This is an optimization exercise on Yosys and OpenROAD, whose aim is small area, not a production implementation.
The RTL was checked by simulation tests, not by an equivalence proof against the original design.
Power figures rest on the tool's default switching activity, not on a simulated workload.

build 18:
// uart_top
module uart_top(clk,reset,rd_en,wr_en,d_in,d_out,tx_full,rx_empty,tx,rx);
Settings: LEC_CHECK=0, CAP_MARGIN=10, CORE_MARGIN=2, CORE_UTILIZATION=70, GPL_TIMING_DRIVEN=0, PLACE_DENSITY=0.8, SLEW_MARGIN=10; clock period 10.0 ns.
standard.sh (not shown) runs the stock make flow with config.mk's settings and CLKGATE_MAP_FILE= SYNTH_SCRIPT=/design/flow/synth_recipe.tcl, a recipe that flattens the netlist after the stock synthesis.
==> flow/flow/run.sh <==
#!/bin/bash
# Layout flow: the standard ORFS flow with an area-oriented ABC mapping
# of the combinational logic, smaller port buffers and a clock tree built
# from fewer, larger sink clusters. Every tool's output goes to a log file
# in this folder.
set -uo pipefail
W=$PWD
RES=$W/orfs/results/$FLOW_PLATFORM/uart_top/base

bash standard.sh synth > $W/log_1_standard_synth.txt 2>&1 || exit 1
cp $RES/1_2_yosys.v $W/ref_1_2_yosys.v
rm -rf $W/orfs

# 2. the same synthesis with an area-oriented ABC script
sed "s#log_cmd abc {\*}\$abc_args#set abc_args [lreplace \$abc_args 1 1 $W/flow/area.abc]\n  log_cmd abc {*}\$abc_args#" \
  $FLOW_HOME/scripts/synth.tcl > $W/synth_area.tcl
sed "s#source \$::env(SCRIPTS_DIR)/synth.tcl#source $W/synth_area.tcl#" synth_recipe.tcl > $W/synth_recipe_area.tcl
ok=1
SS=$W/synth_recipe_area.tcl
bash standard.sh SYNTH_SCRIPT=$W/synth_recipe_area.tcl synth > $W/log_2_area_synth.txt 2>&1 || ok=0
if [[ $ok == 1 ]]; then
  python3 $W/flow/flopcmp.py $W/ref_1_2_yosys.v $RES/1_2_yosys.v > $W/log_3_flopcmp.txt 2>&1 || ok=0
fi
if [[ $ok == 0 ]]; then
  echo "area synthesis unusable; falling back to the standard synthesis" >> $W/log_3_flopcmp.txt
  rm -rf $W/orfs
  SS=$W/synth_recipe.tcl
  bash standard.sh synth > $W/log_2_fallback_synth.txt 2>&1 || exit 1
fi

# 3. the rest of the standard flow
export BUFFER_PORTS_ARGS="-buffer_cell sky130_fd_sc_hd__buf_1"
export CTS_ARGS="-sink_clustering_enable -repair_clock_nets -dont_use_dummy_load -buf_list sky130_fd_sc_hd__clkbuf_4 -sink_clustering_size 10 -sink_clustering_max_diameter 45"
bash standard.sh SYNTH_SCRIPT=$SS finish > $W/log_4_finish.txt 2>&1 || exit 1
test -f $W/out/final.def
Other scripts of this flow, unchanged in this note and not shown: flow/flow/area.abc, flow/flow/flopcmp.py
Build 18 completed every stage of the flow, and the final layout passed the timing, DRC and antenna checks.
## Diff of input files: build 78 against build 18
diff --git a/flow/flow/run.sh b/flow/flow/run.sh
--- a/flow/flow/run.sh
+++ b/flow/flow/run.sh
@@ -31,5 +31,5 @@
 # 3. the rest of the standard flow
 export BUFFER_PORTS_ARGS="-buffer_cell sky130_fd_sc_hd__buf_1"
-export CTS_ARGS="-sink_clustering_enable -repair_clock_nets -dont_use_dummy_load -buf_list sky130_fd_sc_hd__clkbuf_4 -sink_clustering_size 10 -sink_clustering_max_diameter 45"
+export CTS_ARGS="-sink_clustering_enable -repair_clock_nets -dont_use_dummy_load -buf_list sky130_fd_sc_hd__clkbuf_4 -sink_clustering_size 10 -sink_clustering_max_diameter 35"
 bash standard.sh SYNTH_SCRIPT=$SS finish > $W/log_4_finish.txt 2>&1 || exit 1
 test -f $W/out/final.def
## What came out
- Met1 layer wirelength in the final routing: higher on build 78
- Build 78 vs. build 18: post-route worst hold slack lower, global routing usage on met3 higher, via total after detailed routing higher.
- Build 78 and build 18 ended up with roughly the same remaining antenna violation count after routing.
- Build 18 → build 78: area growth from synthesis to layout higher; switching power summed over all nets higher.
- Relative to build 18, overall power after layout has increased by about 0.9% in build 78.
- As far as sum of routed wire length over all layers is concerned, build 78 and build 18 perform about the same.
- As far as total of endpoints with negative setup slack in the final report goes, build 78 and build 18 are indistinguishable; the numbers are identical.
- Met1 track demand over resource, build 18 and build 78: lower on build 18

-- afterwards: timing with drivers on the ports --
No port has a modelled driver above. Below, the same layouts with a new extraction and two added sets of constraints. Step 1 (the two cells are an assumption about what drives the block):
set clk [get_ports {clk}]
set_driving_cell -lib_cell sky130_fd_sc_hd__clkbuf_16 $clk
set_driving_cell -lib_cell sky130_fd_sc_hd__buf_2 [delete_from_list [all_inputs] $clk]
Step 2 also shifts input and output timing later by t, the mid clock arrival at the registers, as if the neighbouring blocks saw the same clock. a / b / c = ideal ports / drivers / drivers and shift; a / b = the first two.
run	t, ns	setup WS [ns]	worst setup path at the end	worst data-port slew with drivers (ns)	cell pins on the clock port's net
build 18	0.647	5.887 / 5.849 / 5.770	input to register	0.03	1
build 78	0.643	5.852 / 5.818 / 5.745	input to register	0.03	1
After both steps every run listed still meets setup and hold. The setup slack of build 18, which loses most, moves by -0.038 ns with the drivers and by -0.117 ns with both steps.
